Background: an optimization exercise with open tools, aiming at small area. Do not read the settings as production practice. No run shown here included a check of the RTL's function; only the layout flow was run. Power and IR drop assume default switching activity.

**flow/config.mk**
```make
export PLATFORM = sky130hd
export DESIGN_NAME = top_ps2
export DESIGN_NICKNAME = top_ps2
export VERILOG_FILES = /design/flow/design.v
export SDC_FILE = /design/flow/constraint.sdc
export NUM_CORES = 4
export LEC_CHECK = 0
export ABC_AREA = 1
export CAP_MARGIN = 20
export CORE_MARGIN = 2
export CORE_UTILIZATION = 40
export PLACE_DENSITY = 0.6
export SLEW_MARGIN = 20
```
**flow/constraint.sdc**
```tcl
create_clock -name core_clock -period 20.0 [get_ports {clk}]
set_input_delay 4.0000 -clock core_clock [delete_from_list [all_inputs] [get_ports {clk}]]
set_output_delay 4.0000 -clock core_clock [all_outputs]
set_load 0.01 [all_outputs]
```
**flow/design.v**
```verilog
module top_ps2(input wire clk, input wire rst, input wire ps2_clk, input wire ps2_data,
           output wire ascii_new, output wire [6:0] ascii_code);
    reg break_code, control_l, control_r, e0_code, kb_dc_cnt_0, kb_dc_cnt_1, kb_dc_cnt_2__n, kb_dc_cnt_3, kb_dc_cnt_4__n, kb_dc_cnt_5__n, kb_dc_cnt_6, kb_dc_cnt_7__n, kb_dc_cnt_8, kb_dc_flipflops_0, kb_dc_flipflops_1__n, kb_dc_result_n, kb_dc_sync_ff_n, kb_dd_cnt_0, kb_dd_cnt_1, kb_dd_cnt_2__n, kb_dd_cnt_3, kb_dd_cnt_4__n, kb_dd_cnt_5__n, kb_dd_cnt_6, kb_dd_cnt_7__n, kb_dd_cnt_8, kb_dd_flipflops_0, kb_dd_flipflops_1, kb_dd_result_n, kb_dd_sync_ff_n, kb_idle_0, kb_idle_10, kb_idle_11, kb_idle_1__n, kb_idle_2, kb_idle_3, kb_idle_4, kb_idle_5, kb_idle_6, kb_idle_7, kb_idle_8, kb_idle_9, kb_parity_n, kb_ps2_word_0__n, kb_ps2_word_1, kb_ps2_word_10, kb_ps2_word_2, kb_ps2_word_3, kb_ps2_word_4__n, kb_ps2_word_5__n, kb_ps2_word_6__n, kb_ps2_word_7__n, kb_ps2_word_8__n, kb_ps2_word_9__n, kb_tail, out_char_n, shift_l, shift_r;
    wire n101, n106, n111, n116, n121, n126, n131, n136, n141, n146, n151, n156, n161, n166, n171, n176, n181, n186, n191, n196, n201, n206, n211, n216, n221, n226, n231, n236, n241, n246, n251, n256, n26, n261, n266, n271, n276, n281, n286, n291, n296, n301, n306, n31, n311, n36, n41, n46, n51, n56, n61, n66, n71, n76, n81, n86, n91, n96, new_n187, new_n188, new_n189, new_n190, new_n191_1, new_n192, new_n193, new_n195, new_n196_1, new_n197, new_n198, new_n199, new_n200, new_n201_1, new_n202, new_n203, new_n204, new_n205, new_n206_1, new_n207, new_n208, new_n209, new_n210, new_n211_1, new_n212, new_n213, new_n214, new_n215, new_n216_1, new_n217, new_n218, new_n219, new_n220, new_n221_1, new_n222, new_n223, new_n224, new_n225, new_n226_1, new_n227, new_n228, new_n229, new_n230, new_n231_1, new_n232, new_n233, new_n234, new_n235, new_n236_1, new_n237, new_n238, new_n239, new_n240, new_n241_1, new_n242, new_n243, new_n244, new_n245, new_n246_1, new_n247, new_n248, new_n249, new_n250, new_n251_1, new_n252, new_n253, new_n254, new_n255, new_n256_1, new_n257, new_n258, new_n259, new_n260, new_n261_1, new_n262, new_n263, new_n264, new_n265, new_n266_1, new_n267, new_n268, new_n269, new_n270, new_n271_1, new_n272, new_n273, new_n275, new_n276_1, new_n277, new_n278, new_n279, new_n280, new_n281_1, new_n282, new_n283, new_n284, new_n285, new_n286_1, new_n287, new_n288, new_n289, new_n290, new_n291_1, new_n292, new_n293, new_n294, new_n295, new_n296_1, new_n297, new_n298, new_n299, new_n300, new_n301_1, new_n302, new_n303, new_n304, new_n305, new_n306_1, new_n307, new_n308, new_n309, new_n310, new_n311_1, new_n312, new_n313, new_n314, new_n315, new_n316, new_n317, new_n318, new_n319, new_n320, new_n321, new_n322, new_n323, new_n325, new_n326, new_n327, new_n328, new_n329, new_n330, new_n331, new_n332, new_n333, new_n334, new_n335, new_n336, new_n337, new_n338, new_n339, new_n340, new_n341, new_n342, new_n343, new_n344, new_n345, new_n346, new_n347, new_n348, new_n349, new_n350, new_n352, new_n353, new_n354, new_n355, new_n356, new_n357, new_n358, new_n359, new_n360, new_n361, new_n362, new_n363, new_n364, new_n365, new_n366, new_n367, new_n368, new_n369, new_n371, new_n372, new_n373, new_n374, new_n375, new_n376, new_n377, new_n378, new_n380, new_n381, new_n382, new_n383, new_n384, new_n385, new_n386, new_n387, new_n388, new_n389, new_n390, new_n391, new_n392, new_n393, new_n394, new_n395, new_n396, new_n397, new_n398, new_n399, new_n400, new_n401, new_n402, new_n403, new_n404, new_n405, new_n406, new_n407, new_n408, new_n409, new_n411, new_n412, new_n413, new_n414, new_n415, new_n416, new_n418, new_n419, new_n420, new_n421, new_n422, new_n423, new_n424, new_n425, new_n426, new_n427, new_n428, new_n429, new_n430, new_n431, new_n432, new_n433, new_n434, new_n435, new_n436, new_n437, new_n438, new_n439, new_n440, new_n441, new_n442, new_n443, new_n444, new_n445, new_n446, new_n447, new_n448, new_n449, new_n450, new_n451, new_n452, new_n453, new_n454, new_n455, new_n456, new_n457, new_n458, new_n459, new_n460, new_n461, new_n463, new_n464, new_n465, new_n466, new_n467, new_n468, new_n470, new_n471, new_n473, new_n474, new_n475, new_n476, new_n477, new_n478, new_n479, new_n481, new_n482, new_n483, new_n484, new_n486, new_n487, new_n488, new_n489, new_n490, new_n492, new_n493, new_n494, new_n495, new_n497, new_n498, new_n499, new_n501, new_n502, new_n503, new_n504, new_n505, new_n506, new_n507, new_n512, new_n513, new_n522, new_n523, new_n524, new_n526, new_n527, new_n528, new_n529, new_n530, new_n531, new_n532, new_n537, new_n538, new_n547, new_n548, new_n549, new_n550, new_n551, new_n552, new_n553, new_n554, new_n556, new_n557, new_n558, new_n559, new_n561, new_n562, new_n564, new_n565, new_n567, new_n568, new_n570, new_n571, new_n573, new_n574, new_n576, new_n577, new_n579, new_n580, new_n582, new_n583, new_n585, new_n586, new_n588, new_n589, new_n591, new_n592, new_n593, new_n594, new_n595, new_n597, new_n609, new_n610, new_n611;
    assign new_n187 = ~kb_idle_4 & ~kb_idle_6;
    assign new_n188 = ~kb_idle_0 & new_n187;
    assign new_n189 = ~kb_idle_3 & ~kb_idle_5;
    assign new_n190 = kb_idle_1__n & ~kb_idle_2;
    assign new_n191_1 = new_n189 & new_n190;
    assign new_n192 = new_n188 & new_n191_1;
    assign new_n193 = ~out_char_n & kb_tail;
    assign ascii_new = new_n192 & new_n193;
    assign new_n195 = ~kb_dc_result_n & ~kb_ps2_word_2;
    assign new_n196_1 = kb_dc_result_n & ~kb_ps2_word_1;
    assign new_n197 = ~new_n195 & ~new_n196_1;
    assign new_n198 = ~kb_dc_result_n & kb_ps2_word_5__n;
    assign new_n199 = kb_dc_result_n & kb_ps2_word_4__n;
    assign new_n200 = ~new_n198 & ~new_n199;
    assign new_n201_1 = ~new_n197 & new_n200;
    assign new_n202 = ~kb_dc_result_n & kb_ps2_word_7__n;
    assign new_n203 = kb_dc_result_n & kb_ps2_word_6__n;
    assign new_n204 = ~new_n202 & ~new_n203;
    assign new_n205 = ~kb_dc_result_n & ~kb_ps2_word_1;
    assign new_n206_1 = kb_dc_result_n & kb_ps2_word_0__n;
    assign new_n207 = ~new_n205 & ~new_n206_1;
    assign new_n208 = new_n204 & ~new_n207;
    assign new_n209 = ~kb_dc_result_n & kb_ps2_word_4__n;
    assign new_n210 = kb_dc_result_n & ~kb_ps2_word_3;
    assign new_n211_1 = ~new_n209 & ~new_n210;
    assign new_n212 = ~kb_dc_result_n & kb_ps2_word_6__n;
    assign new_n213 = kb_dc_result_n & kb_ps2_word_5__n;
    assign new_n214 = ~new_n212 & ~new_n213;
    assign new_n215 = ~new_n211_1 & new_n214;
    assign new_n216_1 = new_n208 & new_n215;
    assign new_n217 = ~kb_dc_result_n & ~kb_ps2_word_3;
    assign new_n218 = kb_dc_result_n & ~kb_ps2_word_2;
    assign new_n219 = ~new_n217 & ~new_n218;
    assign new_n220 = ~new_n197 & ~new_n207;
    assign new_n221_1 = new_n219 & ~new_n220;
    assign new_n222 = ~new_n216_1 & new_n221_1;
    assign new_n223 = ~shift_r & ~shift_l;
    assign new_n224 = new_n211_1 & ~new_n214;
    assign new_n225 = new_n223 & ~new_n224;
    assign new_n226_1 = new_n222 & new_n225;
    assign new_n227 = ~new_n211_1 & new_n219;
    assign new_n228 = ~new_n204 & new_n207;
    assign new_n229 = new_n200 & new_n228;
    assign new_n230 = new_n227 & new_n229;
    assign new_n231_1 = new_n200 & new_n219;
    assign new_n232 = new_n208 & new_n231_1;
    assign new_n233 = ~new_n230 & ~new_n232;
    assign new_n234 = ~new_n226_1 & new_n233;
    assign new_n235 = new_n201_1 & ~new_n234;
    assign new_n236_1 = ~new_n207 & ~new_n219;
    assign new_n237 = new_n211_1 & new_n214;
    assign new_n238 = new_n236_1 & new_n237;
    assign new_n239 = new_n207 & ~new_n214;
    assign new_n240 = ~new_n219 & new_n239;
    assign new_n241_1 = new_n204 & new_n214;
    assign new_n242 = ~new_n240 & ~new_n241_1;
    assign new_n243 = ~new_n238 & new_n242;
    assign new_n244 = new_n200 & ~new_n243;
    assign new_n245 = ~new_n200 & new_n214;
    assign new_n246_1 = ~new_n197 & ~new_n219;
    assign new_n247 = new_n215 & new_n246_1;
    assign new_n248 = new_n197 & ~new_n200;
    assign new_n249 = new_n219 & new_n248;
    assign new_n250 = ~new_n204 & new_n249;
    assign new_n251_1 = ~new_n247 & ~new_n250;
    assign new_n252 = new_n245 & ~new_n251_1;
    assign new_n253 = new_n197 & new_n211_1;
    assign new_n254 = ~new_n214 & new_n223;
    assign new_n255 = ~new_n253 & ~new_n254;
    assign new_n256_1 = new_n208 & ~new_n255;
    assign new_n257 = new_n207 & ~new_n211_1;
    assign new_n258 = new_n204 & ~new_n223;
    assign new_n259 = new_n219 & new_n258;
    assign new_n260 = new_n257 & new_n259;
    assign new_n261_1 = ~new_n256_1 & ~new_n260;
    assign new_n262 = ~new_n211_1 & ~new_n214;
    assign new_n263 = ~new_n219 & new_n248;
    assign new_n264 = new_n262 & new_n263;
    assign new_n265 = ~new_n204 & ~new_n214;
    assign new_n266_1 = ~new_n220 & ~new_n265;
    assign new_n267 = ~new_n207 & new_n211_1;
    assign new_n268 = ~new_n201_1 & new_n267;
    assign new_n269 = ~new_n266_1 & ~new_n268;
    assign new_n270 = ~new_n264 & ~new_n269;
    assign new_n271_1 = new_n261_1 & new_n270;
    assign new_n272 = ~new_n252 & new_n271_1;
    assign new_n273 = ~new_n244 & new_n272;
    assign ascii_code[0] = ~(~new_n235 & new_n273);
    assign new_n275 = ~new_n197 & new_n204;
    assign new_n276_1 = ~new_n227 & new_n275;
    assign new_n277 = new_n200 & new_n211_1;
    assign new_n278 = new_n197 & new_n219;
    assign new_n279 = ~control_r & ~control_l;
    assign new_n280 = new_n223 & new_n279;
    assign new_n281_1 = ~new_n262 & ~new_n280;
    assign new_n282 = new_n278 & ~new_n281_1;
    assign new_n283 = new_n277 & new_n282;
    assign new_n284 = ~new_n276_1 & ~new_n283;
    assign new_n285 = ~new_n219 & new_n223;
    assign new_n286_1 = ~new_n284 & ~new_n285;
    assign new_n287 = ~new_n207 & new_n277;
    assign new_n288 = ~new_n214 & ~new_n287;
    assign new_n289 = new_n277 & new_n288;
    assign new_n290 = ~new_n241_1 & ~new_n265;
    assign new_n291_1 = ~new_n219 & ~new_n290;
    assign new_n292 = ~new_n289 & ~new_n291_1;
    assign new_n293 = ~new_n286_1 & new_n292;
    assign new_n294 = new_n265 & ~new_n293;
    assign new_n295 = new_n207 & ~new_n258;
    assign new_n296_1 = new_n200 & ~new_n265;
    assign new_n297 = ~new_n295 & new_n296_1;
    assign new_n298 = ~new_n211_1 & ~new_n250;
    assign new_n299 = ~new_n297 & new_n298;
    assign new_n300 = new_n207 & new_n219;
    assign new_n301_1 = ~new_n263 & ~new_n300;
    assign new_n302 = new_n214 & ~new_n301_1;
    assign new_n303 = new_n275 & ~new_n300;
    assign new_n304 = new_n211_1 & ~new_n303;
    assign new_n305 = ~new_n229 & new_n304;
    assign new_n306_1 = ~new_n302 & new_n305;
    assign new_n307 = ~new_n299 & ~new_n306_1;
    assign new_n308 = new_n200 & ~new_n211_1;
    assign new_n309 = new_n207 & new_n308;
    assign new_n310 = new_n288 & ~new_n309;
    assign new_n311_1 = ~new_n223 & new_n267;
    assign new_n312 = new_n310 & new_n311_1;
    assign new_n313 = ~new_n200 & ~new_n278;
    assign new_n314 = new_n279 & ~new_n313;
    assign new_n315 = new_n208 & ~new_n314;
    assign new_n316 = new_n219 & ~new_n223;
    assign new_n317 = new_n197 & new_n200;
    assign new_n318 = new_n214 & new_n317;
    assign new_n319 = new_n316 & new_n318;
    assign new_n320 = ~new_n247 & ~new_n319;
    assign new_n321 = ~new_n315 & new_n320;
    assign new_n322 = ~new_n312 & new_n321;
    assign new_n323 = ~new_n307 & new_n322;
    assign ascii_code[1] = ~(~new_n294 & new_n323);
    assign new_n325 = new_n227 & new_n318;
    assign new_n326 = new_n300 & new_n313;
    assign new_n327 = ~new_n220 & ~new_n326;
    assign new_n328 = new_n237 & ~new_n327;
    assign new_n329 = ~new_n325 & ~new_n328;
    assign new_n330 = ~new_n204 & new_n329;
    assign new_n331 = new_n200 & ~new_n258;
    assign new_n332 = ~new_n232 & new_n331;
    assign new_n333 = ~new_n253 & ~new_n332;
    assign new_n334 = ~new_n330 & ~new_n333;
    assign new_n335 = ~new_n197 & new_n227;
    assign new_n336 = ~new_n253 & ~new_n335;
    assign new_n337 = new_n245 & ~new_n336;
    assign new_n338 = ~new_n245 & new_n246_1;
    assign new_n339 = new_n277 & new_n300;
    assign new_n340 = ~new_n238 & ~new_n339;
    assign new_n341 = ~new_n338 & new_n340;
    assign new_n342 = new_n200 & ~new_n214;
    assign new_n343 = new_n220 & ~new_n224;
    assign new_n344 = ~new_n342 & new_n343;
    assign new_n345 = new_n211_1 & ~new_n223;
    assign new_n346 = ~new_n228 & ~new_n345;
    assign new_n347 = new_n248 & ~new_n346;
    assign new_n348 = ~new_n344 & ~new_n347;
    assign new_n349 = new_n341 & new_n348;
    assign new_n350 = ~new_n337 & new_n349;
    assign ascii_code[2] = ~(~new_n334 & new_n350);
    assign new_n352 = new_n236_1 & ~new_n237;
    assign new_n353 = ~new_n308 & new_n352;
    assign new_n354 = ~new_n200 & new_n265;
    assign new_n355 = new_n197 & new_n223;
    assign new_n356 = new_n354 & ~new_n355;
    assign new_n357 = new_n200 & new_n214;
    assign new_n358 = ~new_n258 & ~new_n357;
    assign new_n359 = ~new_n253 & ~new_n257;
    assign new_n360 = ~new_n358 & ~new_n359;
    assign new_n361 = ~new_n356 & ~new_n360;
    assign new_n362 = ~new_n353 & new_n361;
    assign new_n363 = new_n236_1 & new_n317;
    assign new_n364 = new_n204 & ~new_n363;
    assign new_n365 = ~new_n326 & new_n364;
    assign new_n366 = ~new_n211_1 & ~new_n279;
    assign new_n367 = new_n278 & new_n366;
    assign new_n368 = ~new_n319 & ~new_n367;
    assign new_n369 = ~new_n365 & new_n368;
    assign ascii_code[3] = ~(new_n362 & new_n369);
    assign new_n371 = ~new_n200 & new_n236_1;
    assign new_n372 = ~new_n204 & new_n371;
    assign new_n373 = new_n211_1 & ~new_n279;
    assign new_n374 = new_n208 & new_n373;
    assign new_n375 = ~new_n372 & ~new_n374;
    assign new_n376 = new_n234 & new_n375;
    assign new_n377 = ~new_n312 & new_n376;
    assign new_n378 = new_n329 & new_n377;
    assign ascii_code[4] = ~(new_n293 & new_n378);
    assign new_n380 = new_n207 & new_n275;
    assign new_n381 = new_n200 & new_n204;
    assign new_n382 = ~new_n219 & new_n381;
    assign new_n383 = ~new_n380 & ~new_n382;
    assign new_n384 = ~new_n211_1 & ~new_n383;
    assign new_n385 = ~new_n197 & new_n211_1;
    assign new_n386 = new_n222 & ~new_n308;
    assign new_n387 = ~new_n385 & ~new_n386;
    assign new_n388 = new_n214 & new_n327;
    assign new_n389 = new_n219 & new_n304;
    assign new_n390 = ~new_n388 & new_n389;
    assign new_n391 = ~new_n387 & ~new_n390;
    assign new_n392 = ~new_n384 & ~new_n391;
    assign new_n393 = new_n211_1 & ~new_n316;
    assign new_n394 = ~new_n317 & ~new_n393;
    assign new_n395 = new_n208 & ~new_n394;
    assign new_n396 = new_n197 & ~new_n204;
    assign new_n397 = ~new_n380 & ~new_n396;
    assign new_n398 = new_n262 & ~new_n397;
    assign new_n399 = ~new_n197 & new_n354;
    assign new_n400 = new_n279 & ~new_n399;
    assign new_n401 = ~new_n398 & new_n400;
    assign new_n402 = ~new_n395 & new_n401;
    assign new_n403 = new_n200 & new_n258;
    assign new_n404 = new_n402 & new_n403;
    assign new_n405 = ~new_n241_1 & new_n282;
    assign new_n406 = new_n224 & new_n371;
    assign new_n407 = ~new_n250 & ~new_n406;
    assign new_n408 = ~new_n405 & new_n407;
    assign new_n409 = ~new_n404 & new_n408;
    assign ascii_code[5] = ~(new_n392 & new_n409);
    assign new_n411 = new_n371 & new_n374;
    assign new_n412 = ~new_n402 & ~new_n411;
    assign new_n413 = ~new_n211_1 & new_n249;
    assign new_n414 = new_n231_1 & new_n355;
    assign new_n415 = ~new_n413 & ~new_n414;
    assign new_n416 = ~new_n391 & new_n415;
    assign ascii_code[6] = ~new_n412 & new_n416;
    assign new_n418 = ~kb_idle_11 & ~kb_idle_0;
    assign new_n419 = ~kb_idle_7 & ~kb_idle_9;
    assign new_n420 = new_n189 & new_n419;
    assign new_n421 = new_n418 & new_n420;
    assign new_n422 = kb_idle_6 & kb_idle_8;
    assign new_n423 = kb_idle_10 & new_n422;
    assign new_n424 = ~kb_dc_result_n & ~kb_idle_1__n;
    assign new_n425 = kb_idle_2 & kb_idle_4;
    assign new_n426 = new_n424 & new_n425;
    assign new_n427 = new_n423 & new_n426;
    assign new_n428 = new_n421 & new_n427;
    assign new_n429 = ~out_char_n & ~new_n428;
    assign new_n430 = ~new_n279 & ~new_n392;
    assign new_n431 = e0_code & ~kb_ps2_word_2;
    assign new_n432 = ~kb_ps2_word_3 & new_n431;
    assign new_n433 = new_n200 & new_n432;
    assign new_n434 = new_n204 & ~new_n433;
    assign new_n435 = ~new_n310 & new_n434;
    assign new_n436 = ~new_n430 & ~new_n435;
    assign new_n437 = ~new_n243 & ~new_n278;
    assign new_n438 = new_n279 & ~new_n437;
    assign new_n439 = ~new_n391 & new_n438;
    assign new_n440 = ~new_n436 & ~new_n439;
    assign new_n441 = ~new_n366 & ~new_n381;
    assign new_n442 = kb_ps2_word_6__n & ~new_n441;
    assign new_n443 = ~new_n207 & ~new_n442;
    assign new_n444 = new_n278 & ~new_n443;
    assign new_n445 = new_n265 & ~new_n277;
    assign new_n446 = ~new_n221_1 & new_n445;
    assign new_n447 = new_n211_1 & new_n279;
    assign new_n448 = new_n354 & ~new_n447;
    assign new_n449 = ~break_code & ~new_n448;
    assign new_n450 = ~new_n446 & new_n449;
    assign new_n451 = new_n200 & ~new_n215;
    assign new_n452 = new_n207 & ~new_n451;
    assign new_n453 = new_n246_1 & ~new_n452;
    assign new_n454 = ~kb_parity_n & kb_ps2_word_0__n;
    assign new_n455 = kb_ps2_word_10 & new_n454;
    assign new_n456 = new_n428 & new_n455;
    assign new_n457 = kb_ps2_word_8__n & new_n456;
    assign new_n458 = ~new_n453 & new_n457;
    assign new_n459 = new_n450 & new_n458;
    assign new_n460 = ~new_n444 & new_n459;
    assign new_n461 = ~new_n440 & new_n460;
    assign n26 = ~new_n429 & ~new_n461;
    assign new_n463 = ~kb_ps2_word_8__n & new_n208;
    assign new_n464 = new_n247 & new_n463;
    assign new_n465 = new_n456 & ~new_n464;
    assign new_n466 = ~rst & ~new_n465;
    assign new_n467 = new_n200 & new_n456;
    assign new_n468 = ~break_code & ~new_n467;
    assign n31 = new_n466 & ~new_n468;
    assign new_n470 = new_n252 & new_n456;
    assign new_n471 = ~e0_code & ~new_n470;
    assign n36 = new_n466 & ~new_n471;
    assign new_n473 = new_n446 & new_n457;
    assign new_n474 = new_n231_1 & new_n473;
    assign new_n475 = e0_code & new_n474;
    assign new_n476 = ~rst & ~break_code;
    assign new_n477 = new_n475 & new_n476;
    assign new_n478 = ~rst & control_r;
    assign new_n479 = ~new_n475 & new_n478;
    assign n41 = ~(~new_n477 & ~new_n479);
    assign new_n481 = ~e0_code & new_n474;
    assign new_n482 = new_n476 & new_n481;
    assign new_n483 = ~rst & control_l;
    assign new_n484 = ~new_n481 & new_n483;
    assign n46 = ~(~new_n482 & ~new_n484);
    assign new_n486 = new_n289 & new_n303;
    assign new_n487 = new_n457 & new_n486;
    assign new_n488 = new_n476 & new_n487;
    assign new_n489 = ~rst & shift_r;
    assign new_n490 = ~new_n487 & new_n489;
    assign n51 = ~(~new_n488 & ~new_n490);
    assign new_n492 = new_n363 & new_n473;
    assign new_n493 = new_n476 & new_n492;
    assign new_n494 = ~rst & shift_l;
    assign new_n495 = ~new_n492 & new_n494;
    assign n56 = ~(~new_n493 & ~new_n495);
    assign new_n497 = ~kb_dd_flipflops_0 & ~kb_dd_flipflops_1;
    assign new_n498 = kb_dd_flipflops_0 & kb_dd_flipflops_1;
    assign new_n499 = ~new_n497 & ~new_n498;
    assign n96 = ~kb_dd_cnt_2__n & ~new_n499;
    assign new_n501 = ~kb_dd_cnt_1 & ~kb_dd_cnt_8;
    assign new_n502 = ~kb_dd_cnt_3 & kb_dd_cnt_5__n;
    assign new_n503 = new_n501 & new_n502;
    assign new_n504 = n96 & new_n503;
    assign new_n505 = ~kb_dd_flipflops_1 & new_n504;
    assign new_n506 = kb_dd_result_n & ~new_n504;
    assign new_n507 = ~rst & ~new_n506;
    assign n61 = ~(~new_n505 & new_n507);
    assign n66 = ~(~rst & ps2_data);
    assign n71 = ~rst & ~kb_dd_sync_ff_n;
    assign n76 = ~rst & kb_dd_flipflops_0;
    assign new_n512 = kb_dd_cnt_1 & kb_dd_cnt_8;
    assign new_n513 = ~new_n501 & ~new_n512;
    assign n81 = ~new_n499 & new_n513;
    assign n86 = ~(~kb_dd_cnt_0 & ~new_n499);
    assign n91 = ~kb_dd_cnt_1 & ~new_n499;
    assign n101 = ~kb_dd_cnt_3 & ~new_n499;
    assign n106 = kb_dd_cnt_4__n & ~new_n499;
    assign n111 = ~kb_dd_cnt_5__n & ~new_n499;
    assign n116 = ~kb_dd_cnt_6 & ~new_n499;
    assign n121 = ~kb_dd_cnt_7__n & ~new_n499;
    assign new_n522 = ~kb_dc_flipflops_0 & kb_dc_flipflops_1__n;
    assign new_n523 = kb_dc_flipflops_0 & ~kb_dc_flipflops_1__n;
    assign new_n524 = ~new_n522 & ~new_n523;
    assign n161 = ~kb_dc_cnt_2__n & ~new_n524;
    assign new_n526 = ~kb_dc_cnt_1 & ~kb_dc_cnt_8;
    assign new_n527 = ~kb_dc_cnt_3 & kb_dc_cnt_5__n;
    assign new_n528 = new_n526 & new_n527;
    assign new_n529 = n161 & new_n528;
    assign new_n530 = kb_dc_flipflops_1__n & new_n529;
    assign new_n531 = kb_dc_result_n & ~new_n529;
    assign new_n532 = ~rst & ~new_n531;
    assign n126 = ~(~new_n530 & new_n532);
    assign n131 = ~(~rst & ps2_clk);
    assign n136 = ~rst & ~kb_dc_sync_ff_n;
    assign n141 = ~(~rst & kb_dc_flipflops_0);
    assign new_n537 = kb_dc_cnt_1 & kb_dc_cnt_8;
    assign new_n538 = ~new_n526 & ~new_n537;
    assign n146 = ~new_n524 & new_n538;
    assign n151 = ~(~kb_dc_cnt_0 & ~new_n524);
    assign n156 = ~kb_dc_cnt_1 & ~new_n524;
    assign n166 = ~kb_dc_cnt_3 & ~new_n524;
    assign n171 = kb_dc_cnt_4__n & ~new_n524;
    assign n176 = ~kb_dc_cnt_5__n & ~new_n524;
    assign n181 = ~kb_dc_cnt_6 & ~new_n524;
    assign n186 = ~kb_dc_cnt_7__n & ~new_n524;
    assign new_n547 = ~kb_dc_result_n & new_n530;
    assign new_n548 = kb_ps2_word_1 & ~kb_ps2_word_10;
    assign new_n549 = ~kb_ps2_word_1 & kb_ps2_word_10;
    assign new_n550 = ~new_n548 & ~new_n549;
    assign new_n551 = new_n547 & ~new_n550;
    assign new_n552 = kb_parity_n & ~new_n551;
    assign new_n553 = ~kb_parity_n & new_n551;
    assign new_n554 = ~rst & ~new_n553;
    assign n191 = ~(~new_n552 & new_n554);
    assign new_n556 = ~rst & ~new_n547;
    assign new_n557 = ~kb_ps2_word_0__n & new_n556;
    assign new_n558 = ~rst & new_n547;
    assign new_n559 = kb_ps2_word_1 & new_n558;
    assign n196 = ~new_n557 & ~new_n559;
    assign new_n561 = kb_ps2_word_1 & new_n556;
    assign new_n562 = kb_ps2_word_2 & new_n558;
    assign n201 = ~(~new_n561 & ~new_n562);
    assign new_n564 = kb_ps2_word_2 & new_n556;
    assign new_n565 = kb_ps2_word_3 & new_n558;
    assign n206 = ~(~new_n564 & ~new_n565);
    assign new_n567 = kb_ps2_word_3 & new_n556;
    assign new_n568 = ~kb_ps2_word_4__n & new_n558;
    assign n211 = ~(~new_n567 & ~new_n568);
    assign new_n570 = ~kb_ps2_word_4__n & new_n556;
    assign new_n571 = ~kb_ps2_word_5__n & new_n558;
    assign n216 = ~new_n570 & ~new_n571;
    assign new_n573 = ~kb_ps2_word_5__n & new_n556;
    assign new_n574 = ~kb_ps2_word_6__n & new_n558;
    assign n221 = ~new_n573 & ~new_n574;
    assign new_n576 = ~kb_ps2_word_6__n & new_n556;
    assign new_n577 = ~kb_ps2_word_7__n & new_n558;
    assign n226 = ~new_n576 & ~new_n577;
    assign new_n579 = ~kb_ps2_word_7__n & new_n556;
    assign new_n580 = ~kb_ps2_word_8__n & new_n558;
    assign n231 = ~new_n579 & ~new_n580;
    assign new_n582 = ~kb_ps2_word_8__n & new_n556;
    assign new_n583 = ~kb_ps2_word_9__n & new_n558;
    assign n236 = ~new_n582 & ~new_n583;
    assign new_n585 = ~kb_ps2_word_9__n & new_n556;
    assign new_n586 = kb_ps2_word_10 & new_n558;
    assign n241 = ~new_n585 & ~new_n586;
    assign new_n588 = kb_ps2_word_10 & new_n556;
    assign new_n589 = ~n61 & new_n547;
    assign n246 = ~(~new_n588 & ~new_n589);
    assign new_n591 = ~kb_tail & ~new_n428;
    assign new_n592 = ~kb_idle_8 & ~kb_idle_10;
    assign new_n593 = new_n419 & new_n592;
    assign new_n594 = new_n192 & new_n593;
    assign new_n595 = ~rst & ~new_n594;
    assign n251 = ~new_n591 & new_n595;
    assign new_n597 = kb_dc_result_n & ~kb_tail;
    assign n256 = ~kb_idle_0 & ~new_n597;
    assign n261 = ~kb_idle_1__n & ~new_n597;
    assign n266 = ~(~kb_idle_2 & ~new_n597);
    assign n271 = ~(~kb_idle_3 & ~new_n597);
    assign n276 = kb_idle_4 & ~new_n597;
    assign n281 = ~(~kb_idle_5 & ~new_n597);
    assign n286 = kb_idle_6 & ~new_n597;
    assign n291 = kb_idle_7 & ~new_n597;
    assign n296 = kb_idle_8 & ~new_n597;
    assign n301 = ~(~kb_idle_9 & ~new_n597);
    assign n306 = ~(~kb_idle_10 & ~new_n597);
    assign new_n609 = kb_idle_11 & kb_idle_0;
    assign new_n610 = ~kb_dc_result_n & ~kb_tail;
    assign new_n611 = ~new_n418 & new_n610;
    assign n311 = ~new_n609 & new_n611;
    always @(posedge clk) begin
        out_char_n <= n26;
        break_code <= n31;
        e0_code <= n36;
        control_r <= n41;
        control_l <= n46;
        shift_r <= n51;
        shift_l <= n56;
        kb_dd_result_n <= n61;
        kb_dd_sync_ff_n <= n66;
        kb_dd_flipflops_0 <= n71;
        kb_dd_flipflops_1 <= n76;
        kb_dd_cnt_0 <= n81;
        kb_dd_cnt_1 <= n86;
        kb_dd_cnt_2__n <= n91;
        kb_dd_cnt_3 <= n96;
        kb_dd_cnt_4__n <= n101;
        kb_dd_cnt_5__n <= n106;
        kb_dd_cnt_6 <= n111;
        kb_dd_cnt_7__n <= n116;
        kb_dd_cnt_8 <= n121;
        kb_dc_result_n <= n126;
        kb_dc_sync_ff_n <= n131;
        kb_dc_flipflops_0 <= n136;
        kb_dc_flipflops_1__n <= n141;
        kb_dc_cnt_0 <= n146;
        kb_dc_cnt_1 <= n151;
        kb_dc_cnt_2__n <= n156;
        kb_dc_cnt_3 <= n161;
        kb_dc_cnt_4__n <= n166;
        kb_dc_cnt_5__n <= n171;
        kb_dc_cnt_6 <= n176;
        kb_dc_cnt_7__n <= n181;
        kb_dc_cnt_8 <= n186;
        kb_parity_n <= n191;
        kb_ps2_word_0__n <= n196;
        kb_ps2_word_1 <= n201;
        kb_ps2_word_2 <= n206;
        kb_ps2_word_3 <= n211;
        kb_ps2_word_4__n <= n216;
        kb_ps2_word_5__n <= n221;
        kb_ps2_word_6__n <= n226;
        kb_ps2_word_7__n <= n231;
        kb_ps2_word_8__n <= n236;
        kb_ps2_word_9__n <= n241;
        kb_ps2_word_10 <= n246;
        kb_tail <= n251;
        kb_idle_1__n <= n256;
        kb_idle_2 <= n261;
        kb_idle_3 <= n266;
        kb_idle_4 <= n271;
        kb_idle_5 <= n276;
        kb_idle_6 <= n281;
        kb_idle_7 <= n286;
        kb_idle_8 <= n291;
        kb_idle_9 <= n296;
        kb_idle_10 <= n301;
        kb_idle_11 <= n306;
        kb_idle_0 <= n311;
    end
endmodule
```
**flow/flow/run.sh**
```bash
#!/bin/bash
# Own layout flow: the standard synthesis, then the combinational logic between the
# (unchanged) registers is mapped again with an area-oriented ABC script, then the standard flow's
# standard layout steps from that netlist on. Each tool's output goes to its own log here.
set -euo pipefail
W=$(pwd)
F=$W/flow
R=$W/orfs/results/$FLOW_PLATFORM/top_ps2/base
LIB=$FLOW_HOME/platforms/$FLOW_PLATFORM/lib/sky130_fd_sc_hd__tt_025C_1v80.lib
YOSYS=$FLOW_HOME/../tools/install/yosys/bin/yosys
[ -x "$YOSYS" ] || YOSYS=yosys

bash standard.sh "$R/1_2_yosys.v" > synth_standard.log 2>&1
cp "$R/1_2_yosys.v" netlist_standard.v

# 2. map the logic between the registers again (registers kept as black boxes)
DONT_USE=$(sed -n '/DONT_USE_CELLS += /,/^#/p' "$FLOW_HOME/platforms/$FLOW_PLATFORM/config.mk" \
  | grep -o 'sky130_fd_sc_hd__[a-z0-9_]*' | sed 's/^/-dont_use /' | tr '\n' ' ')
cat > remap.ys <<EOY
read_liberty -ignore_miss_func $LIB
read_verilog netlist_standard.v
hierarchy -top $FLOW_TOP
blackbox sky130_fd_sc_hd__dfxtp_1
flatten
opt -purge
abc -liberty $LIB $DONT_USE -script $F/remap.abc
opt_clean -purge
splitnets
opt_clean -purge
hilomap -singleton -hicell sky130_fd_sc_hd__conb_1 HI -locell sky130_fd_sc_hd__conb_1 LO
insbuf -buf sky130_fd_sc_hd__buf_4 A X
stat -liberty $LIB
write_verilog -noattr -nohex -nodec netlist_remapped.v
EOY
"$YOSYS" -l remap.log -q -s remap.ys
cp netlist_remapped.v "$R/1_2_yosys.v"
touch "$R/1_2_yosys.v"

# 3. the standard layout steps on the remapped netlist
source "$F/layout_env.sh"
bash standard.sh finish > layout.log 2>&1
```
**flow/flow/layout_env.sh**
```bash
export CTS_ARGS="-sink_clustering_enable -repair_clock_nets -dont_use_dummy_load -buf_list {sky130_fd_sc_hd__clkbuf_4 sky130_fd_sc_hd__clkbuf_2}"
# Port buffers: the smallest buffer (the ports are lightly loaded).
export BUFFER_PORTS_ARGS="-buffer_cell sky130_fd_sc_hd__buf_1"
```
**flow/flow/remap.abc**
```
strash
dch -f
amap
topo
stime -c
```
**flow/standard.sh**
```bash
#!/bin/bash
# synth_recipe.tcl (not shown) runs the flow's synth.tcl, then flattens the netlist and writes it again
# the make line also repeats each setting of config.mk as NAME=value (left out here)
make -C /OpenROAD-flow-scripts/flow DESIGN_CONFIG=/design/flow/config.mk WORK_HOME=/design/flow/orfs CLKGATE_MAP_FILE= SYNTH_SCRIPT=/design/flow/synth_recipe.tcl "${@:-finish}"
```
==> results.json, run 1 <==
{
  "status": "timing/DRC/antenna clean",
  "syn2layout_area_growth_pct": 9.14,
  "fp.dieW_um": 84.2,
  "initial_utilization": 0.410,
  "finalCritPeriodShare": 0.413,
  "power_uw": 201,
  "syn-mean-instance-area_um2": 7.73,
  "fill_cells": 678,
  "hpwl_um": 5290,
  "worst_pin_slew_ns": 0.918,
  "first_global_vias": 2454,
  "die_h_um": 84.2,
  "cp.required_ns": 16.00,
  "cts_made_buffers": 9,
  "rsz0062_at_grt": "no",
  "fin_nets": 363,
  "cts_setup_buffers": 0,
  "drtIter0Drc": 279,
  "post-route-util": 0.447,
  "power_density_mw_per_mm2": 71.7,
  "grt_overflow": 0,
  "max_freq_mhz": 121,
  "hold_viol": 0,
  "path_class": "register to output port",
  "num_vias": 2625,
  "place_area_mm2": 0.00274,
  "core-area_mm2": 0.00628,
  "drv_cap": 0,
  "postCtsResizedCells": 0,
  "design_area_mm2": 0.00281,
  "reg2reg_to": "out_char_n$_DFF_P_",
  "cts.path.max_buffers": 2,
  "syn-cell-area_mm2": 0.00257,
  "ctsHoldBuffers": 0,
  "timing.rr.start": "kb_dc_result_n$_DFF_P_",
  "slew_headroom": 0.388,
  "antenna_found_initial": 0,
  "worst_setup_path_start_kind": "register",
  "place_congestion": 1.01,
  "h-tree-depth": 3,
  "fin_crit_ns": 8.25,
  "root_buffer": "clkbuf_4",
  "wl_per_cell_um": 16.5,
  "ant_nets": 0,
  "ys_warn_count": 1,
  "cts_tree": "yes",
  "final_layout_size_suffix_gt1_frac": 0.0364,
  "cp.arrival_ns": 4.25,
  "fp-row-count": 29,
  "endpoint_kind": "output port",
  "rr_worst_depth": 13,
  "grt_start_max_net_pins": 16,
  "synthCells": 333,
  "vias_per_cell": 6.05,
  "ios": 12,
  "port_buffers": 11,
  "wirelength_um": 7140,
  "grt_util_all_layers": 0.210,
  "clkTransAtPathRegs_ns": 0.10,
  "clock_latency_ns": 0.39,
  "dieArea_mm2": 0.00709,
  "diodes": 0,
  "irDropWorstVdd_uv": 47.9,
  "grt_first_pass_wirelength_um": 11900,
  "regToRegSetupSlack_ns": 15.95,
  "leakagePower_nw": 0.949,
  "synth_nets": 337,
  "cts.sinks": 58,
  "critPathCapture": "ascii_code[4]",
  "setup_viol": 0,
  "fin_skew_ns": 0.0355,
  "firstDrtPassIters": 7,
  "worstHoldPathType": "register to register",
  "final.setup.tns_ns": 0,
  "drv_slew": 0,
  "drc": 0,
  "crit_path_start": "kb_dc_result_n$_DFF_P_",
  "crit_fanout": 11
}
stage by stage:
stage	cells	hold slack, ns	setup slack [ns]
after floorplan	333	0.363	13.13
after global placement	425	0.363	12.12
after detailed placement	425	0.371	12.23
after CTS	434	0.384	11.84
after global routing	434	0.412	11.51
final	434	0.389	11.75
per-layer routing:
metal  part of all wire  wire length [um]  GRT usage  vias to the layer above
met2               0.44              3170      0.322                      132
li1                   -                 -          -                     1246
met5                  0                 0          0                        -
met4              0.035               251     0.0953                        0
met1               0.45              3230      0.276                     1220
met3              0.069               492     0.0570                       27
worst max-delay path, cell delays in order (launching register included):
cell and delay [ns]:
dfxtp_1 0.49, clkinv_1 0.32, o22ai_1 0.64, clkinv_1 0.46
nor2_1 0.33, clkinv_1 0.29, o31ai_1 0.33, a211oi_1 0.08
a221oi_1 0.33, o211ai_1 0.13, or3_1 0.37, buf_1 0.14
power by group:
group | switching [mW] | internal (mW)
logic | 0.00928 | 0.00618
clock network | 0.0335 | 0.0208
registers | 0.00462 | 0.127
total | 0.0474 | 0.154
layout make-up:
cell class | instances | area (um^2) | area share
clock buffers | 9 | 67.6 | 0.0241
flip-flops and latches | 58 | 1160 | 0.413
well taps | 77 | 96.3 | 0.0343
repair buffers | 15 | 71.3 | 0.0254
inverters | 25 | 93.8 | 0.0334
multi-input cells | 250 | 1320 | 0.469
worst min path at each step:
stage	start	to	slack [ns]	cells past startpoint
2_1_floorplan	kb_dc_sync_ff_n$_DFF_P_	kb_dc_flipflops_0$_DFF_P_	0.36	1
3_3_place_gp	kb_dd_sync_ff_n$_DFF_P_	kb_dd_flipflops_0$_DFF_P_	0.36	1
3_5_place_dp	kb_dd_sync_ff_n$_DFF_P_	kb_dd_flipflops_0$_DFF_P_	0.37	1
4_1_cts	kb_dd_sync_ff_n$_DFF_P_	kb_dd_flipflops_0$_DFF_P_	0.38	1
5_1_grt	kb_dd_cnt_7__n$_DFF_P_	kb_dd_cnt_8$_DFF_P_	0.41	1
6_report	kb_dc_cnt_6$_DFF_P_	kb_dc_cnt_7__n$_DFF_P_	0.39	1
cells in the final DEF, fill, tap and decap left out, types with 4 or more instances in the layout:
| cell | instances |
|---|---|
| nor2_1 | 84 |
| dfxtp_1 | 58 |
| nand2_1 | 27 |
| clkinv_1 | 25 |
| o22ai_1 | 16 |
| a21oi_1 | 15 |
| nor3_1 | 15 |
| o21ai_0 | 12 |
| buf_1 | 11 |
| or2_0 | 9 |
| clkbuf_4 | 9 |
| o22a_1 | 8 |
| nor2b_1 | 7 |
| nor4_1 | 6 |
| a31oi_1 | 5 |
| a211oi_1 | 4 |
| o211ai_1 | 4 |
| or3_1 | 4 |
| buf_4 | 4 |
==> run 2: changes to the inputs <==
--- a/flow/config.mk
+++ b/flow/config.mk
@@ -9,5 +9,6 @@
 export CAP_MARGIN = 20
 export CORE_MARGIN = 2
 export CORE_UTILIZATION = 40
+export GPL_TIMING_DRIVEN = 0
 export PLACE_DENSITY = 0.6
 export SLEW_MARGIN = 20
==> run 2 against run 1 <==
  * First-iteration DRC count decreased by 1.8%
  * Maximum frequency fell by 5.2%
  * Area after synthesis unchanged
  * Still clean on timing, DRC and antenna
  * Sequential share of layout area is 0.28 points higher
==> results.json, run 2 <==
{
  "fin_skew_ns": 0.0299,
  "syn-mean-instance-area_um2": 7.73,
  "path_class": "register to output port",
  "fill_cells": 647,
  "worstHoldPathType": "register to register",
  "cts_made_buffers": 9,
  "path_cells": "clkinv_1 > o22ai_1 > clkinv_1 > nor2_1 > clkinv_1 > o22ai_1 > o21a_1 > nor2_1 > o21ai_0 > a2111o_1 > buf_1",
  "endpoint_kind": "output port",
  "num_vias": 2528,
  "irDropWorstVdd_uv": 50.2,
  "cts_setup_buffers": 0,
  "status": "timing/DRC/antenna clean",
  "timing.rr.start": "kb_dc_result_n$_DFF_P_",
  "dieArea_mm2": 0.00709,
  "critPathCapture": "ascii_code[1]",
  "met2_length_um": 2950,
  "die_h_um": 84.2,
  "cp.arrival_ns": 4.71,
  "whs_ns": 0.365,
  "drtIter0Drc": 274,
  "place_ws_ns": 11.95,
  "max_freq_mhz": 115,
  "power_density_mw_per_mm2": 72.7,
  "crit_path_start": "kb_dc_result_n$_DFF_P_",
  "fin_nets": 360,
  "clock_latency_ns": 0.39,
  "synth_nets": 337,
  "grt_overflow": 0,
  "rsz0062_at_grt": "no",
  "hold_viol": 0,
  "place_congestion": 0.942,
  "fin_cells": 431,
  "reg2reg_to": "out_char_n$_DFF_P_",
  "slew_headroom": 0.229,
  "fin_crit_ns": 8.71,
  "crit_path_top_delay_cell": "o22ai_1",
  "first_global_vias": 2428,
  "syn2layout_area_growth_pct": 8.41,
  "regToRegSetupSlack_ns": 15.74,
  "clkTransAtPathRegs_ns": 0.10,
  "worst_pin_slew_ns": 1.16,
  "drc": 0,
  "vias_per_cell": 5.87,
  "wl_met1_um": 3110,
  "initial_utilization": 0.410,
  "cts_tree": "yes",
  "rr_worst_depth": 13,
  "leakagePower_nw": 0.935,
  "cts.sinks": 58,
  "h-tree-depth": 3,
  "root_buffer": "clkbuf_4",
  "ant_nets": 0,
  "place_inst": 421,
  "ys_warn_count": 1,
  "fp.dieW_um": 84.2,
  "wirelength_um": 6860,
  "cp_slowest_stage_delay_ns": 0.91,
  "grt_util_all_layers": 0.204,
  "wl_met3_um": 508,
  "ios": 12,
  "worst_slack_ns": 11.29,
  "final_cell_mix": "nor2_1 (84), dfxtp_1 (58), nand2_1 (27)",
  "highest_layer": "met4",
  "antenna_found_initial": 0,
  "final_layout_size_suffix_gt1_frac": 0.0311,
  "drv_cap": 0,
  "ctsHoldBuffers": 0,
  "syn-cell-area_mm2": 0.00257,
  "port_buffers": 11,
  "postCtsResizedCells": 0,
  "hpwl_um": 4890,
  "cts.path.max_buffers": 2,
  "grt_start_max_net_pins": 16,
  "firstDrtPassIters": 5,
  "grt_first_pass_wirelength_um": 11600,
  "mostFrequentLayoutCell": "nor2_1",
  "synthCells": 333,
  "setup_viol": 0,
  "drv_slew": 0,
  "fp-row-count": 29,
  "wl_per_cell_um": 15.9,
  "diodes": 0,
  "path_common_cell": "clkinv_1",
  "finalCritPeriodShare": 0.435,
  "worst_setup_path_start_kind": "register",
  "cp.required_ns": 16.00,
  "core-area_mm2": 0.00628,
  "final.setup.tns_ns": 0,
  "crit_fanout": 15
}
run 2: cell count changes in the layout (fill, tap and decap cells not counted), sizes merged:
cell and change:
buf -4, clkbuf +1
run 2: per-stage QoR:
step                      power [mW]   util  area [um^2]
after floorplan                0.144      -         2570
after global placement         0.149  0.432         2710
after detailed placement       0.150  0.433         2720
after CTS                      0.206  0.444         2790
after global routing           0.214  0.444         2790
final                          0.203  0.444         2790
run 2: area by class of cell:
cell class | instances | area, um^2 | share of cell area
tap | 77 | 96.3 | 0.0345
inverter | 25 | 93.8 | 0.0336
multi-input combinational | 250 | 1330 | 0.475
clock buffer | 9 | 67.6 | 0.0242
timing repair buffer | 12 | 46.3 | 0.0166
sequential | 58 | 1160 | 0.416
run 2: critical path, delay by kind of cell (launching register included):
family	cells	cell delay (ns)
DFF	1	0.55
AOI/OAI and AO/OA	5	1.65
and+or+nand+nor	2	0.62
buffers and inverters	4	1.49
run 2: layer usage:
metal / global-route usage / up-vias
met3: 0.0580 / 34
met1: 0.271 / 1132
li1: - / 1234
met4: 0.120 / 0
met5: 0 / -
met2: 0.297 / 128
run 2: how the worst min path moves through the flow:
stage,startpoint,endpoint,slack (ns),depth (start not counted)
final,kb_dc_cnt_7__n$_DFF_P_,kb_dc_cnt_8$_DFF_P_,0.36,1
after global placement,kb_dd_sync_ff_n$_DFF_P_,kb_dd_flipflops_0$_DFF_P_,0.36,1
after CTS,kb_dc_cnt_7__n$_DFF_P_,kb_dc_cnt_8$_DFF_P_,0.37,1
after global routing,kb_dc_cnt_7__n$_DFF_P_,kb_dc_cnt_8$_DFF_P_,0.40,1
after detailed placement,kb_dc_sync_ff_n$_DFF_P_,kb_dc_flipflops_0$_DFF_P_,0.37,1
after floorplan,kb_dc_sync_ff_n$_DFF_P_,kb_dc_flipflops_0$_DFF_P_,0.36,1
run 2: where the power goes:
part	total [mW]	switching (mW)	internal, mW	leakage, nW
Combinational	0.0151	0.00916	0.00593	0.418
Clock	0.0560	0.0351	0.0209	0.0414
Sequential	0.132	0.00476	0.127	0.476
==> run 3: changes to the inputs <==
--- a/flow/config.mk
+++ b/flow/config.mk
@@ -6,9 +6,8 @@
 export NUM_CORES = 4
 export LEC_CHECK = 0
 export ABC_AREA = 1
-export CAP_MARGIN = 20
+export CAP_MARGIN = 0
 export CORE_MARGIN = 2
 export CORE_UTILIZATION = 40
-export GPL_TIMING_DRIVEN = 0
 export PLACE_DENSITY = 0.6
-export SLEW_MARGIN = 20
+export SLEW_MARGIN = 0
==> run 3 against run 2 <==
  * Critical path type unchanged
  * Maximum frequency rose by 5.5%
  * Clock-buffer cell count did not move
  * Hold slack improved by 0.025 ns
  * Global-route usage rose by 0.54 points
  * Critical endpoint is now ascii_code[4]
  * Still clean
  * Core utilization rose by 0.30 points
  * Total power fell by 0.71%
  * Largest power group unchanged
==> results.json, run 3 <==
{
  "place_inst": 425,
  "leakagePower_nw": 0.949,
  "initial_utilization": 0.410,
  "place_area_mm2": 0.00274,
  "slew_headroom": 0.388,
  "crit_path_start": "kb_dc_result_n$_DFF_P_",
  "fp-row-count": 29,
  "grt_util_all_layers": 0.210,
  "syn-cell-area_mm2": 0.00257,
  "timing.rr.start": "kb_dc_result_n$_DFF_P_",
  "grt_overflow": 0,
  "fp.dieW_um": 84.2,
  "syn-mean-instance-area_um2": 7.73,
  "wl_per_cell_um": 16.5,
  "reg2reg_to": "out_char_n$_DFF_P_",
  "cts_setup_buffers": 0,
  "firstDrtPassIters": 7,
  "hpwl_um": 5290,
  "regToRegSetupSlack_ns": 15.95,
  "path_common_cell": "clkinv_1",
  "fill_cells": 678,
  "postCtsResizedCells": 0,
  "switchingPower_uw": 47.4,
  "drtIter0Drc": 279,
  "fin_nets": 363,
  "critPathCapture": "ascii_code[4]",
  "ys_warn_count": 1,
  "port_buffers": 11,
  "ios": 12,
  "grt_first_pass_wirelength_um": 11900,
  "vias_per_cell": 6.05,
  "worst-path-stages": 11,
  "clock_latency_ns": 0.39,
  "power_density_mw_per_mm2": 71.7,
  "endpoint_kind": "output port",
  "worstHoldPathType": "register to register",
  "cp.required_ns": 16.00,
  "worst_pin_slew_ns": 0.918,
  "status": "timing/DRC/antenna clean",
  "mostFrequentLayoutCell": "nor2_1",
  "cts.path.max_buffers": 2,
  "h-tree-depth": 3,
  "die_h_um": 84.2,
  "grt_start_max_net_pins": 16,
  "hold_path_startpoint": "kb_dc_cnt_6$_DFF_P_",
  "critPathBufInv": 4,
  "wirelength_um": 7140,
  "place_congestion": 1.01,
  "final.setup.tns_ns": 0,
  "cp_slowest_stage_delay_ns": 0.64,
  "multi_input_area_mm2": 0.00132,
  "fin_crit_ns": 8.25,
  "finalCritPeriodShare": 0.413,
  "p_int_uw": 154,
  "ctsHoldBuffers": 0,
  "drc": 0,
  "clkPwrFrac": 0.270,
  "design_area_mm2": 0.00281,
  "drv_cap": 0,
  "setup_viol": 0,
  "core-area_mm2": 0.00628,
  "cp_top_family": "compound AO/OA/AOI/OAI gates",
  "ant_nets": 0,
  "register_area_mm2": 0.00116,
  "fin_skew_ns": 0.0355,
  "cp.arrival_ns": 4.25,
  "irDropWorstVdd_uv": 47.9,
  "power_frac_seq": 0.654,
  "crit_fanout": 11,
  "antenna_found_initial": 0,
  "path_class": "register to output port",
  "worst_setup_path_start_kind": "register",
  "synthCells": 333,
  "final_cell_mix": "nor2_1 (84), dfxtp_1 (58), nand2_1 (27)",
  "dieArea_mm2": 0.00709,
  "final_layout_size_suffix_gt1_frac": 0.0364,
  "pwr-share-comb": 0.077,
  "clkTransAtPathRegs_ns": 0.10,
  "crit_path_top_delay_cell": "o22ai_1",
  "first_global_vias": 2454,
  "cts.sinks": 58,
  "root_buffer": "clkbuf_4",
  "drv_slew": 0,
  "fin_cells": 434,
  "rr_worst_depth": 13,
  "cts_made_buffers": 9,
  "syn2layout_area_growth_pct": 9.14,
  "switching_share": 0.235,
  "cts_tree": "yes",
  "max_freq_mhz": 121,
  "rsz0062_at_grt": "no",
  "hold_viol": 0,
  "diodes": 0,
  "synth_nets": 337,
  "num_vias": 2625,
  "path_cells": "clkinv_1 > o22ai_1 > clkinv_1 > nor2_1 > clkinv_1 > o31ai_1 > a211oi_1 > a221oi_1 > o211ai_1 > or3_1 > buf_1"
}
-- run 3: routing by layer --
layer  track usage  routed length [um]
met5             0                   0
met4        0.0953                 251
met3        0.0570                 492
met2         0.322                3170
met1         0.276                3230
-- run 3: stage by stage --
stage | hold WS (ns) | utilization | worst slack [ns] | total power [mW]
floorplan | 0.363 | - | 13.13 | 0.144
global placement | 0.363 | 0.437 | 12.12 | 0.149
detailed placement | 0.371 | 0.437 | 12.23 | 0.150
CTS | 0.384 | 0.447 | 11.84 | 0.205
global route | 0.412 | 0.447 | 11.51 | 0.214
finish | 0.389 | 0.447 | 11.75 | 0.201
-- run 3: area by class of cell --
type,instances,area share
well taps,77,0.0343
repair buffers,15,0.0254
clock buffers,9,0.0241
inverters,25,0.0334
multi-input cells,250,0.469
flip-flops and latches,58,0.413
-- run 3: power groups by stage --
stage / Sequential, mW / Combinational [mW] / Clock (mW)
finish: 0.132 / 0.0155 / 0.0543
global route: 0.133 / 0.0178 / 0.0627
CTS: 0.132 / 0.0155 / 0.0574
detailed placement: 0.134 / 0.0153 / 0
global placement: 0.134 / 0.0152 / 0
floorplan: 0.133 / 0.0115 / 0
-- run 3: worst min path at each step --
stage | end | slack (ns) | cells past startpoint
6_report | kb_dc_cnt_7__n$_DFF_P_ | 0.39 | 1
5_1_grt | kb_dd_cnt_8$_DFF_P_ | 0.41 | 1
4_1_cts | kb_dd_flipflops_0$_DFF_P_ | 0.38 | 1
3_5_place_dp | kb_dd_flipflops_0$_DFF_P_ | 0.37 | 1
3_3_place_gp | kb_dd_flipflops_0$_DFF_P_ | 0.36 | 1
2_1_floorplan | kb_dc_flipflops_0$_DFF_P_ | 0.36 | 1
-- run 3: worst register-to-register path, cell delays in order, from the launching register on --
cell	delay [ns]
dfxtp_1	0.49
clkinv_1	0.32
o22ai_1	0.64
clkinv_1	0.46
nor2_1	0.33
clkinv_1	0.29
o31ai_1	0.33
o21ai_0	0.15
nand2_1	0.09
a31oi_1	0.08
nor2_1	0.24
o32ai_1	0.10
o31a_1	0.14
o32a_1	0.28
==> run 4: changes to the inputs <==
--- a/flow/config.mk
+++ b/flow/config.mk
@@ -8,6 +8,6 @@
 export ABC_AREA = 1
 export CAP_MARGIN = 0
 export CORE_MARGIN = 2
-export CORE_UTILIZATION = 40
-export PLACE_DENSITY = 0.6
+export CORE_UTILIZATION = 65
+export PLACE_DENSITY = 0.8
 export SLEW_MARGIN = 0
==> run 4 against run 3 <==
  * Total power is 1.7% higher
  * Clock-buffer cell count did not move
  * Worst setup slack improved by 0.24 ns
  * Synthesized cell count is the same
  * Global-route usage up 16 points
==> results.json, run 4 <==
{
  "status": "timing/DRC/antenna clean",
  "cts_made_buffers": 9,
  "syn2layout_area_growth_pct": 7.73,
  "ant_nets": 0,
  "postCtsResizedCells": 0,
  "cp.arrival_ns": 4.01,
  "worst_setup_path_start_kind": "register",
  "cts.path.max_buffers": 2,
  "synth_nets": 337,
  "timing.rr.start": "kb_dc_result_n$_DFF_P_",
  "port_buffers": 11,
  "leakagePower_nw": 0.951,
  "drc": 0,
  "final_layout_size_suffix_gt1_frac": 0.0364,
  "irDropWorstVdd_uv": 70.3,
  "cts_setup_buffers": 0,
  "num_vias": 2720,
  "final_cell_mix": "nor2_1 (84), dfxtp_1 (58), nand2_1 (27)",
  "rsz0062_at_grt": "no",
  "pwr-share-comb": 0.081,
  "ys_warn_count": 1,
  "fin_skew_ns": 0.0318,
  "final.setup.tns_ns": 0,
  "wirelength_um": 7260,
  "first_global_vias": 2579,
  "worst_pin_slew_ns": 0.731,
  "hold_viol": 0,
  "wl_met1_um": 2790,
  "dieArea_mm2": 0.00448,
  "drv_cap": 0,
  "power_density_mw_per_mm2": 73.8,
  "highest_layer": "met4",
  "ctsHoldBuffers": 0,
  "grt_start_max_net_pins": 16,
  "wl_met3_um": 917,
  "wl_per_cell_um": 17.9,
  "clkPwrFrac": 0.271,
  "hold_depth": 1,
  "antenna_found_initial": 0,
  "clkTransAtPathRegs_ns": 0.09,
  "switching_share": 0.248,
  "syn-mean-instance-area_um2": 7.73,
  "holdPathEnd": "kb_dc_cnt_8$_DFF_P_",
  "grt_first_pass_wirelength_um": 12100,
  "drv_slew": 0,
  "fp.dieW_um": 66.9,
  "switchingPower_uw": 50.8,
  "clock_latency_ns": 0.39,
  "mostFrequentLayoutCell": "nor2_1",
  "syn-cell-area_mm2": 0.00257,
  "cts.sinks": 58,
  "grt_overflow": 0,
  "slew_headroom": 0.513,
  "finalCritPeriodShare": 0.400,
  "endpoint_kind": "output port",
  "power_frac_seq": 0.647,
  "drtIter0Drc": 509,
  "fin_crit_ns": 8.01,
  "diodes": 0,
  "fin_nets": 363,
  "vias_per_cell": 6.72,
  "crit_fanout": 11,
  "p_int_uw": 154,
  "firstDrtPassIters": 7,
  "reg2reg_to": "out_char_n$_DFF_P_",
  "cp.required_ns": 16.00,
  "root_buffer": "clkbuf_4",
  "die_h_um": 66.9,
  "rr_worst_depth": 13,
  "path_class": "register to output port",
  "initial_utilization": 0.687,
  "synthCells": 333,
  "regToRegSetupSlack_ns": 16.22,
  "setup_viol": 0,
  "h-tree-depth": 3,
  "met2_length_um": 3220,
  "max_freq_mhz": 125,
  "grt_util_all_layers": 0.366,
  "fp-row-count": 22,
  "hold_path_startpoint": "kb_dc_cnt_7__n$_DFF_P_",
  "place_congestion": 1.09,
  "hpwl_um": 5340,
  "place_area_mm2": 0.00271,
  "design_area_mm2": 0.00277,
  "ios": 12,
  "core-area_mm2": 0.00374,
  "worstHoldPathType": "register to register",
  "cts_tree": "yes"
}
## run 4: worst max-delay path by stage
stage,start,end,slack (ns),cells after the start
after floorplan,kb_dc_result_n$_DFF_P_,ascii_code[1],13.13,7
after global placement,kb_dc_result_n$_DFF_P_,ascii_code[4],12.56,11
after detailed placement,kb_dc_result_n$_DFF_P_,ascii_code[4],12.51,11
after CTS,kb_dc_result_n$_DFF_P_,ascii_code[4],12.09,11
after global routing,kb_dc_result_n$_DFF_P_,ascii_code[4],11.74,11
final,kb_dc_result_n$_DFF_P_,ascii_code[4],11.99,11
## run 4: worst max-delay path, cell delays in order, from the launching register on
cell      delay (ns)
dfxtp_1         0.51
clkinv_1        0.32
o22ai_1         0.56
clkinv_1        0.42
nor2_1          0.28
clkinv_1        0.24
o31ai_1         0.30
a211oi_1        0.08
a221oi_1        0.29
o211ai_1        0.13
or3_1           0.36
buf_1           0.13
## run 4: layout make-up
type	instances	area, um^2
clock buffers	9	67.6
multi-input cells	250	1320
well taps	48	60.1
fillers	288	971
inverters	25	93.8
flip-flops and latches	58	1160
repair buffers	15	71.3
## run 4: per-stage QoR
| step | instances | util | setup WS, ns | hold slack [ns] | power (mW) |
|---|---|---|---|---|---|
| finish | 405 | 0.741 | 11.99 | 0.379 | 0.205 |
| global route | 405 | 0.741 | 11.74 | 0.373 | 0.212 |
| CTS | 405 | 0.741 | 12.09 | 0.376 | 0.205 |
| detailed placement | 396 | 0.723 | 12.51 | 0.381 | 0.151 |
| global placement | 396 | 0.723 | 12.56 | 0.368 | 0.149 |
| floorplan | 333 | - | 13.13 | 0.363 | 0.144 |
## run 4: routing by layer
layer,vias up,global-route usage
li1,1247,-
met1,1196,0.439
met2,227,0.581
met3,50,0.106
met4,0,0.212
met5,-,0
## run 4: power by group through the flow
| stage | combinational, mW | clock [mW] | sequential (mW) |
|---|---|---|---|
| floorplan | 0.0115 | 0 | 0.133 |
| global placement | 0.0147 | 0 | 0.134 |
| detailed placement | 0.0161 | 0 | 0.135 |
| CTS | 0.0163 | 0.0562 | 0.133 |
| global route | 0.0183 | 0.0600 | 0.134 |
| finish | 0.0167 | 0.0555 | 0.132 |
==> run 5: changes to the inputs <==
==> flow/flow/layout_env.sh (replaced) <==
export CTS_ARGS="-sink_clustering_enable -repair_clock_nets -dont_use_dummy_load -buf_list {sky130_fd_sc_hd__clkbuf_8 sky130_fd_sc_hd__clkbuf_4} -sink_clustering_size 30 -sink_clustering_max_diameter 300"
# Port buffers: the smallest buffer (the ports are lightly loaded).
export BUFFER_PORTS_ARGS="-buffer_cell sky130_fd_sc_hd__buf_1"
--- a/flow/config.mk
+++ b/flow/config.mk
@@ -6,8 +6,8 @@
 export NUM_CORES = 4
 export LEC_CHECK = 0
 export ABC_AREA = 1
-export CAP_MARGIN = 0
+export CAP_MARGIN = 20
 export CORE_MARGIN = 2
-export CORE_UTILIZATION = 65
-export PLACE_DENSITY = 0.8
-export SLEW_MARGIN = 0
+export CORE_UTILIZATION = 40
+export PLACE_DENSITY = 0.6
+export SLEW_MARGIN = 20
==> run 5 against run 4 <==
  * Still clean on timing, DRC and antenna
  * Global-route usage decreased by 15 points
  * Maximum frequency down 1.9%
  * Synthesized cell count is the same
  * Critical path depth unchanged
  * Sequential share of layout area decreased by 1.4 points
  * Area after synthesis stayed put
  * Core utilization fell by 28 points
  * Sequential power about the same
  * Critical path type unchanged
==> results.json, run 5 <==
{
  "multi_input_area_mm2": 0.00132,
  "setup_viol": 0,
  "diodes": 0,
  "cts_made_buffers": 9,
  "finalCritPeriodShare": 0.408,
  "grt_util_all_layers": 0.211,
  "die_h_um": 84.2,
  "crit_fanout": 11,
  "drv_slew": 0,
  "clkTransAtPathRegs_ns": 0.06,
  "fin_crit_ns": 8.16,
  "fp-row-count": 29,
  "cts.sinks": 58,
  "ios": 12,
  "syn-cell-area_mm2": 0.00257,
  "syn2layout_area_growth_pct": 11.3,
  "syn-mean-instance-area_um2": 7.73,
  "cp_slowest_stage_delay_ns": 0.61,
  "register_area_mm2": 0.00116,
  "num_vias": 2598,
  "worst_slack_ns": 11.84,
  "fin_nets": 363,
  "synthCells": 333,
  "ys_warn_count": 1,
  "h-tree-depth": 3,
  "worst_setup_path_start_kind": "register",
  "final_cell_mix": "nor2_1 (84), dfxtp_1 (58), nand2_1 (27)",
  "synth_nets": 337,
  "final_layout_size_suffix_gt1_frac": 0.0364,
  "grt_start_max_net_pins": 16,
  "rsz0062_at_grt": "no",
  "path_class": "register to output port",
  "cts_setup_buffers": 0,
  "slew_headroom": 0.386,
  "fp.dieW_um": 84.2,
  "grt_first_pass_wirelength_um": 11900,
  "first_global_vias": 2462,
  "mostFrequentLayoutCell": "nor2_1",
  "max_freq_mhz": 123,
  "path_common_cell": "clkinv_1",
  "power_density_mw_per_mm2": 78.0,
  "wl_per_cell_um": 16.6,
  "antenna_found_initial": 0,
  "vias_per_cell": 5.99,
  "final.setup.tns_ns": 0,
  "crit_path_top_delay_cell": "o22ai_1",
  "place_congestion": 1.01,
  "worstHoldPathType": "register to register",
  "path_cells": "clkinv_1 > o22ai_1 > clkinv_1 > nor2_1 > clkinv_1 > o31ai_1 > a211oi_1 > a221oi_1 > o211ai_1 > or3_1 > buf_1",
  "cp.arrival_ns": 4.16,
  "dieArea_mm2": 0.00709,
  "firstDrtPassIters": 5,
  "core-area_mm2": 0.00628,
  "root_buffer": "clkbuf_8",
  "place_ws_ns": 12.23,
  "drc": 0,
  "clock_latency_ns": 0.33,
  "ant_nets": 0,
  "endpoint_kind": "output port",
  "port_buffers": 11,
  "cts_tree": "yes",
  "wirelength_um": 7220,
  "met3_usage": 0.0600,
  "drv_cap": 0,
  "whs_ns": 0.381,
  "use_met2": 0.323,
  "cp.required_ns": 16.00,
  "hpwl_um": 5290,
  "postCtsResizedCells": 0,
  "grt_overflow": 0,
  "grt_busiest_layer": "met2",
  "irDropWorstVdd_uv": 51.0,
  "leakagePower_nw": 0.973,
  "met1_usage": 0.278,
  "hold_viol": 0,
  "worst_pin_slew_ns": 0.920,
  "post-route-util": 0.456,
  "cts.path.max_buffers": 2,
  "initial_utilization": 0.410,
  "drtIter0Drc": 262,
  "ctsHoldBuffers": 0,
  "status": "timing/DRC/antenna clean",
  "fin_skew_ns": 0.0240,
  "fill_cells": 667
}
## run 5: path summary, 6_finish.rpt
kind	slack, ns	end	cells past startpoint	start
setup / recovery	11.84	ascii_code[4]	11	kb_dc_result_n$_DFF_P_
hold / removal	0.38	kb_dd_flipflops_0$_DFF_P_	1	kb_dd_sync_ff_n$_DFF_P_
setup reg to reg	15.99	out_char_n$_DFF_P_	13	kb_dc_result_n$_DFF_P_
hold reg to reg	0.38	kb_dd_flipflops_0$_DFF_P_	1	kb_dd_sync_ff_n$_DFF_P_
## run 5: worst max-delay path, delay by kind of cell, from the launching register on
family | cells | cell delay, ns
flops | 1 | 0.49
compound gates | 5 | 1.48
buf+inv | 4 | 1.20
simple gates | 2 | 0.69
## run 5: per-layer routing
| layer | part of all wire | routed length [um] |
|---|---|---|
| met3 | 0.059 | 426 |
| met4 | 0.032 | 232 |
| met1 | 0.46 | 3340 |
| met2 | 0.45 | 3220 |
| met5 | 0 | 0 |
## run 5: final cells by class
class                   count  share of cell area
well taps                  77              0.0336
inverters                  25              0.0328
multi-input cells         250               0.460
repair buffers             15              0.0249
flip-flops and latches     58               0.405
clock buffers               9              0.0432
## run 5: metrics by stage
stage	power (mW)	instances	cell area, um^2
CTS	0.227	434	2870
detailed placement	0.150	425	2740
global placement	0.149	425	2740
finish	0.224	434	2870
global route	0.235	434	2870
floorplan	0.144	333	2570
## run 5: report_power, final
| group | switching [mW] | internal, mW | total (mW) | leakage (nW) |
|---|---|---|---|---|
| Clock | 0.0366 | 0.0397 | 0.0763 | 0.0647 |
| Combinational | 0.00929 | 0.00618 | 0.0155 | 0.432 |
| Sequential | 0.00463 | 0.127 | 0.132 | 0.476 |
| Total | 0.0505 | 0.173 | 0.224 | 0.973 |

[port drivers added, routing unchanged]
The flow's constraints put no driver on any port. The routed layouts listed below were extracted and timed again, unchanged, in two steps. Step 1 (the two cells are an assumption about what drives the block):
set clk [get_ports {clk}]
set_driving_cell -lib_cell sky130_fd_sc_hd__clkbuf_16 $clk
set_driving_cell -lib_cell sky130_fd_sc_hd__buf_2 [delete_from_list [all_inputs] $clk]
Step 2 adds t to the input delays and takes it off the output delays; t is the mean of the earliest and latest rising clock arrival at the registers after step 1. Input paths then give back, and output paths get back, about the clock's delay inside the block. Slacks: no drivers / after step 1 / after step 2; pairs: no drivers / after step 1.
| run | t, ns | slack for setup (ns) | worst setup path at the end | slew at the worst register clock pin (ns) | worst slew at a driven data input, ns |
|---|---|---|---|---|---|
| run 1 | 0.393 | 11.750 / 11.725 / 12.118 | register to output | 0.10 / 0.10 | 0.03 |
| run 2 | 0.401 | 11.294 / 11.269 / 11.670 | register to output | 0.10 / 0.10 | 0.03 |
| run 3 | 0.393 | 11.750 / 11.725 / 12.118 | register to output | 0.10 / 0.10 | 0.03 |
| run 4 | 0.398 | 11.991 / 11.964 / 12.362 | register to output | 0.09 / 0.09 | 0.03 |
| run 5 | 0.344 | 11.840 / 11.814 / 12.158 | register to output | 0.06 / 0.06 | 0.03 |
After both steps setup and hold are still met in every run listed.
